Background: an optimization exercise with open tools, aiming at small area. Do not read the settings as production practice.
The RTL was checked by simulation tests, not by an equivalence proof against the original design.

==> module tb_hw, before the edit <==
module tb_hw (
    input clk,
    input rst,
    output out_test,
    input uart_rx,
    output rpi_tx,
    input sck_in,
    input ws_in,
    input sd_in,
    output out_test2,
    output [7:0] led
);
    wire rstn = ~rst;
    reg uart_m, uart_s;
    reg sck_m, sck_s;
    reg ws_m, ws_s;
    reg sd_m, sd_s;
    always @(posedge clk) begin
        uart_m <= uart_rx & rstn;
        uart_s <= uart_m & rstn;
        sck_m  <= sck_in & rstn;
        sck_s  <= sck_m & rstn;
    end
    always @(posedge clk) begin
        ws_m <= ws_in; ws_s <= ws_m;
        sd_m <= sd_in; sd_s <= sd_m;
    end
    assign rpi_tx = uart_s;
    reg sck_d1, sck_d2;
    always @(posedge clk) begin
        sck_d1 <= sck_s & rstn;
        sck_d2 <= sck_d1 & rstn;
    end
    wire sck_p = sck_d1 & ~sck_d2;
    wire sck_n = ~sck_d1 & sck_d2;
    wire p_ld = sck_p & rstn;
    wire p_hd = ~sck_p & rstn;
    reg wsd, wsd1;
    always @(posedge clk) begin
        wsd  <= (ws_s & p_ld) | (wsd  & p_hd);
        wsd1 <= (wsd  & p_ld) | (wsd1 & p_hd);
    end
    wire wsp = wsd ^ wsd1;
    wire sample_clk = wsp & ~wsd;
    reg [3:0] counter;
    always @(posedge clk) begin
        if (rst) counter <= 4'd0;
        else if (sck_n) begin
            if (wsp) counter <= 4'd15;
            else if (counter != 4'd0) counter <= counter - 4'd1;
        end
    end
    reg [15:0] buffer;
    wire sd_r = sd_s & rstn;
    genvar gi;
    generate
        for (gi = 0; gi < 16; gi = gi + 1) begin : g_buf
            wire wr = rst | (sck_p & (counter == gi));
            always @(posedge clk) buffer[gi] <= wr ? sd_r : buffer[gi];
        end
    endgenerate
    reg [15:0] left_channel, right_channel;
    wire ld_l = sck_p & wsp & wsd;
    wire ld_r = sck_p & wsp & ~wsd;
    wire l_ld = ld_l & rstn, l_hd = ~ld_l & rstn;
    wire r_ld = ld_r & rstn, r_hd = ~ld_r & rstn;
    always @(posedge clk) begin
        left_channel  <= (buffer & {16{l_ld}}) | (left_channel  & {16{l_hd}});
        right_channel <= (buffer & {16{r_ld}}) | (right_channel & {16{r_hd}});
    end
    reg [16:0] dac_l, dac_r;
    wire [16:0] dac_l_nx, dac_r_nx;
    wire pos_l = ~dac_l[16];
    wire pos_r = ~dac_r[16];
    rca #(17) u_add_l (.a(dac_l), .b({pos_l, ~left_channel[15],  left_channel[14:0]}),  .ci(pos_l), .s(dac_l_nx));
    rca #(17) u_add_r (.a(dac_r), .b({pos_r, ~right_channel[15], right_channel[14:0]}), .ci(pos_r), .s(dac_r_nx));
    always @(posedge clk) begin
        dac_l <= dac_l_nx | {17{rst}};
        dac_r <= dac_r_nx | {17{rst}};
    end
    assign out_test  = pos_l;
    assign out_test2 = pos_r;
    reg [30:0] ema;
    wire [15:0] ema_hi = ema[30:15];
    wire [16:0] ema_d;
    wire [15:0] ema_x  = right_channel & {16{sample_clk}};
    wire [15:0] ema_nh = ~(ema_hi & {16{sample_clk}});
    rca #(17) u_ema_sub (.a({ema_x[15], ema_x}), .b({ema_nh[15], ema_nh}), .ci(1'b1), .s(ema_d));
    wire s = ema_d[16];
    wire [19:0] dx  = {{3{s}}, ema_d};              
    wire [19:0] d4x = {s, ema_d[16:0], 2'b00};       
    wire [19:0] cs_s;                                 
    wire [20:0] cs_c;                                 
    assign cs_c[0] = 1'b0;
    generate
        for (gi = 0; gi < 20; gi = gi + 1) begin : g_csa
            assign cs_s[gi]   = ema[gi] ^ dx[gi] ^ d4x[gi];
            assign cs_c[gi+1] = (ema[gi] & dx[gi]) | (ema[gi] & d4x[gi]) | (dx[gi] & d4x[gi]);
        end
    endgenerate
    wire [20:0] ema_lo_nx;
    rca #(21) u_ema_lo (.a({1'b0, cs_s}), .b({1'b0, cs_c[19:0]}), .ci(1'b0), .s(ema_lo_nx));
    wire ema_inc = ema_lo_nx[20] & ~s;
    wire ema_dec = ~ema_lo_nx[20] & s;
    wire [10:0] ones, zeros;
    assign ones[0] = 1'b1;
    assign zeros[0] = 1'b1;
    generate
        for (gi = 1; gi < 11; gi = gi + 1) begin : g_pre
            assign ones[gi]  = ones[gi-1] & ema[19+gi];
            assign zeros[gi] = zeros[gi-1] & ~ema[19+gi];
        end
    endgenerate
    wire [10:0] ema_flip = ({11{ema_inc}} & ones) | ({11{ema_dec}} & zeros);
    wire [30:0] ema_nx = {ema[30:20] ^ ema_flip, ema_lo_nx[19:0]};
    always @(posedge clk) ema <= ema_nx & {31{rstn}};
    wire [14:0] mlo = ema_hi[14:0];
    wire neg = ema_hi[15];
    function automatic ge(input n, input [14:0] lo, input [15:0] t);
        ge = n ? (lo != 15'd0) && ({1'b0, lo} <= 16'd32768 - t) : ({1'b0, lo} >= t);
    endfunction
    wire [6:0] th = {ge(neg, mlo, 16'd29205), ge(neg, mlo, 16'd7336), ge(neg, mlo, 16'd1464),
                     ge(neg, mlo, 16'd368), ge(neg, mlo, 16'd93), ge(neg, mlo, 16'd19), ge(neg, mlo, 16'd5)};
    wire [2:0] lvl = {th[3], th[5] | (th[1] & ~th[3]), th[6] | (th[4] & ~th[5]) | (th[2] & ~th[3]) | (th[0] & ~th[1])};
    reg [2:0] lvl1, lvl2, lvl3;
    reg on;
    always @(posedge clk) begin
        lvl1 <= lvl & {3{rstn}};
        lvl2 <= lvl1 & {3{rstn}};
        lvl3 <= lvl2;
        on <= rstn;
    end
    wire [7:0] bar = {8{on}} & {lvl3 == 3'd7, lvl3 >= 3'd6, lvl3 >= 3'd5, lvl3 >= 3'd4,
                                lvl3 >= 3'd3, lvl3 >= 3'd2, lvl3 >= 3'd1, 1'b1};
    assign led = ~{bar[0], bar[1], bar[2], bar[3], bar[4], bar[5], bar[6], bar[7]};
endmodule
Settings: LEC_CHECK=0, CAP_MARGIN=20, CORE_MARGIN=2, CORE_UTILIZATION=55, SLEW_MARGIN=20, SYNTH_MEMORY_MAX_BITS=262144; clock period 10.0 ns.
standard.sh (not shown) runs the stock make flow with config.mk's settings and CLKGATE_MAP_FILE= SYNTH_SCRIPT=/design/flow/synth_recipe.tcl, a recipe that flattens the netlist after the stock synthesis.
==> flow/flow/run.sh <==
#!/bin/bash
# Standard ORFS layout with three changes: ports buffered with buf_1 cells,
# clock tree built from clkbuf_8 cells without dummy loads, and larger
# sink clusters.  Each tool's output is in orfs/logs; make's own output goes
# to flow_make.log.
set -euo pipefail
bash standard.sh \
  "BUFFER_PORTS_ARGS=-buffer_cell sky130_fd_sc_hd__buf_1" \
  "CTS_ARGS=-sink_clustering_enable -repair_clock_nets -dont_use_dummy_load -buf_list sky130_fd_sc_hd__clkbuf_4 -sink_clustering_size 20 -sink_clustering_max_diameter 60" \
  finish > flow_make.log 2>&1
Then changed:
--- a/flow/design.v
+++ b/flow/design.v
@@ -58,13 +58,13 @@
     reg wsd, wsd1;
     always @(posedge clk) begin
         wsd  <= (ws_s & p_ld) | (wsd  & p_hd);
         wsd1 <= (wsd  & p_ld) | (wsd1 & p_hd);
     end
     wire wsp = wsd ^ wsd1;
-    wire sample_clk = wsp & ~wsd;
+    wire sample_clk = wsd1 & ~wsd;
     reg [3:0] counter;
     always @(posedge clk) begin
         if (rst) counter <= 4'd0;
         else if (sck_n) begin
             if (wsp) counter <= 4'd15;
             else if (counter != 4'd0) counter <= counter - 4'd1;
@@ -77,14 +77,14 @@
         for (gi = 0; gi < 16; gi = gi + 1) begin : g_buf
             wire wr = rst | (sck_p & (counter == gi));
             always @(posedge clk) buffer[gi] <= wr ? sd_r : buffer[gi];
         end
     endgenerate
     reg [15:0] left_channel, right_channel;
-    wire ld_l = sck_p & wsp & wsd;
-    wire ld_r = sck_p & wsp & ~wsd;
+    wire ld_l = sck_p & wsd & ~wsd1;
+    wire ld_r = sck_p & sample_clk;
     wire l_ld = ld_l & rstn, l_hd = ~ld_l & rstn;
     wire r_ld = ld_r & rstn, r_hd = ~ld_r & rstn;
     always @(posedge clk) begin
         left_channel  <= (buffer & {16{l_ld}}) | (left_channel  & {16{l_hd}});
         right_channel <= (buffer & {16{r_ld}}) | (right_channel & {16{r_hd}});
     end
@@ -104,38 +104,39 @@
     wire [15:0] ema_hi = ema[30:15];
     wire [16:0] ema_d;
     wire [15:0] ema_x  = right_channel & {16{sample_clk}};
     wire [15:0] ema_nh = ~(ema_hi & {16{sample_clk}});
     rca #(17) u_ema_sub (.a({ema_x[15], ema_x}), .b({ema_nh[15], ema_nh}), .ci(1'b1), .s(ema_d));
     wire s = ema_d[16];
-    wire [19:0] dx  = {{3{s}}, ema_d};              
-    wire [19:0] d4x = {s, ema_d[16:0], 2'b00};       
-    wire [19:0] cs_s;                                 
-    wire [20:0] cs_c;                                 
+    wire [18:0] dx  = {{2{s}}, ema_d};               
+    wire [18:0] d4x = {ema_d[16:0], 2'b00};          
+    wire [18:0] cs_s;                                 
+    wire [18:0] cs_c;                                 
     assign cs_c[0] = 1'b0;
     generate
-        for (gi = 0; gi < 20; gi = gi + 1) begin : g_csa
+        for (gi = 0; gi < 18; gi = gi + 1) begin : g_csa
             assign cs_s[gi]   = ema[gi] ^ dx[gi] ^ d4x[gi];
             assign cs_c[gi+1] = (ema[gi] & dx[gi]) | (ema[gi] & d4x[gi]) | (dx[gi] & d4x[gi]);
         end
     endgenerate
-    wire [20:0] ema_lo_nx;
-    rca #(21) u_ema_lo (.a({1'b0, cs_s}), .b({1'b0, cs_c[19:0]}), .ci(1'b0), .s(ema_lo_nx));
-    wire ema_inc = ema_lo_nx[20] & ~s;
-    wire ema_dec = ~ema_lo_nx[20] & s;
-    wire [10:0] ones, zeros;
+    assign cs_s[18] = ema[18];
+    wire [19:0] ema_lo_nx;
+    rca #(20) u_ema_lo (.a({1'b0, cs_s}), .b({1'b0, cs_c}), .ci(1'b0), .s(ema_lo_nx));
+    wire ema_inc = ema_lo_nx[19] & ~s;
+    wire ema_dec = ~ema_lo_nx[19] & s;
+    wire [11:0] ones, zeros;
     assign ones[0] = 1'b1;
     assign zeros[0] = 1'b1;
     generate
-        for (gi = 1; gi < 11; gi = gi + 1) begin : g_pre
-            assign ones[gi]  = ones[gi-1] & ema[19+gi];
-            assign zeros[gi] = zeros[gi-1] & ~ema[19+gi];
+        for (gi = 1; gi < 12; gi = gi + 1) begin : g_pre
+            assign ones[gi]  = ones[gi-1] & ema[18+gi];
+            assign zeros[gi] = zeros[gi-1] & ~ema[18+gi];
         end
     endgenerate
-    wire [10:0] ema_flip = ({11{ema_inc}} & ones) | ({11{ema_dec}} & zeros);
-    wire [30:0] ema_nx = {ema[30:20] ^ ema_flip, ema_lo_nx[19:0]};
+    wire [11:0] ema_flip = ({12{ema_inc}} & ones) | ({12{ema_dec}} & zeros);
+    wire [30:0] ema_nx = {ema[30:19] ^ ema_flip, ema_lo_nx[18:0]};
     always @(posedge clk) ema <= ema_nx & {31{rstn}};
     wire [14:0] mlo = ema_hi[14:0];
     wire neg = ema_hi[15];
     function automatic ge(input n, input [14:0] lo, input [15:0] t);
         ge = n ? (lo != 15'd0) && ({1'b0, lo} <= 16'd32768 - t) : ({1'b0, lo} >= t);
     endfunction
Outcome: Design area hardly moves; worst setup slack gets worse by 0.16 ns; via count rose slightly; sequential share of layout area hardly moves; hold slack barely changes; wire length climbs slightly; core utilization rose by 0.16 points.

[static timing again, ports no longer ideal]
The results above use ideal ports. As a check the final layouts listed here were re-extracted and re-timed, cells and wires unchanged.
Step 1: set_driving_cell puts a clkbuf_16 on clk and a buf_2 on each other input, an assumption about the parent block.
Step 2 adds t to the input delays and takes it off the output delays; t is the mean of the earliest and latest rising clock arrival at the registers after step 1. Input paths then give back, and output paths get back, about the clock's delay inside the block.
Three values: ideal ports, drivers, drivers and shift; two values: the first two.
| run | shift t [ns] | slack for setup (ns) | worst setup path after step 2 | clock arrival spread, ns | worst data-port slew with drivers (ns) |
|---|---|---|---|---|---|
| the first run | 0.550 | 0.311 / 0.311 / 0.311 | register to register | 0.036 / 0.036 | 0.03 |
| the second run | 0.553 | 0.152 / 0.152 / 0.152 | register to register | 0.042 / 0.041 | 0.03 |
After both steps every run listed still meets setup and hold.
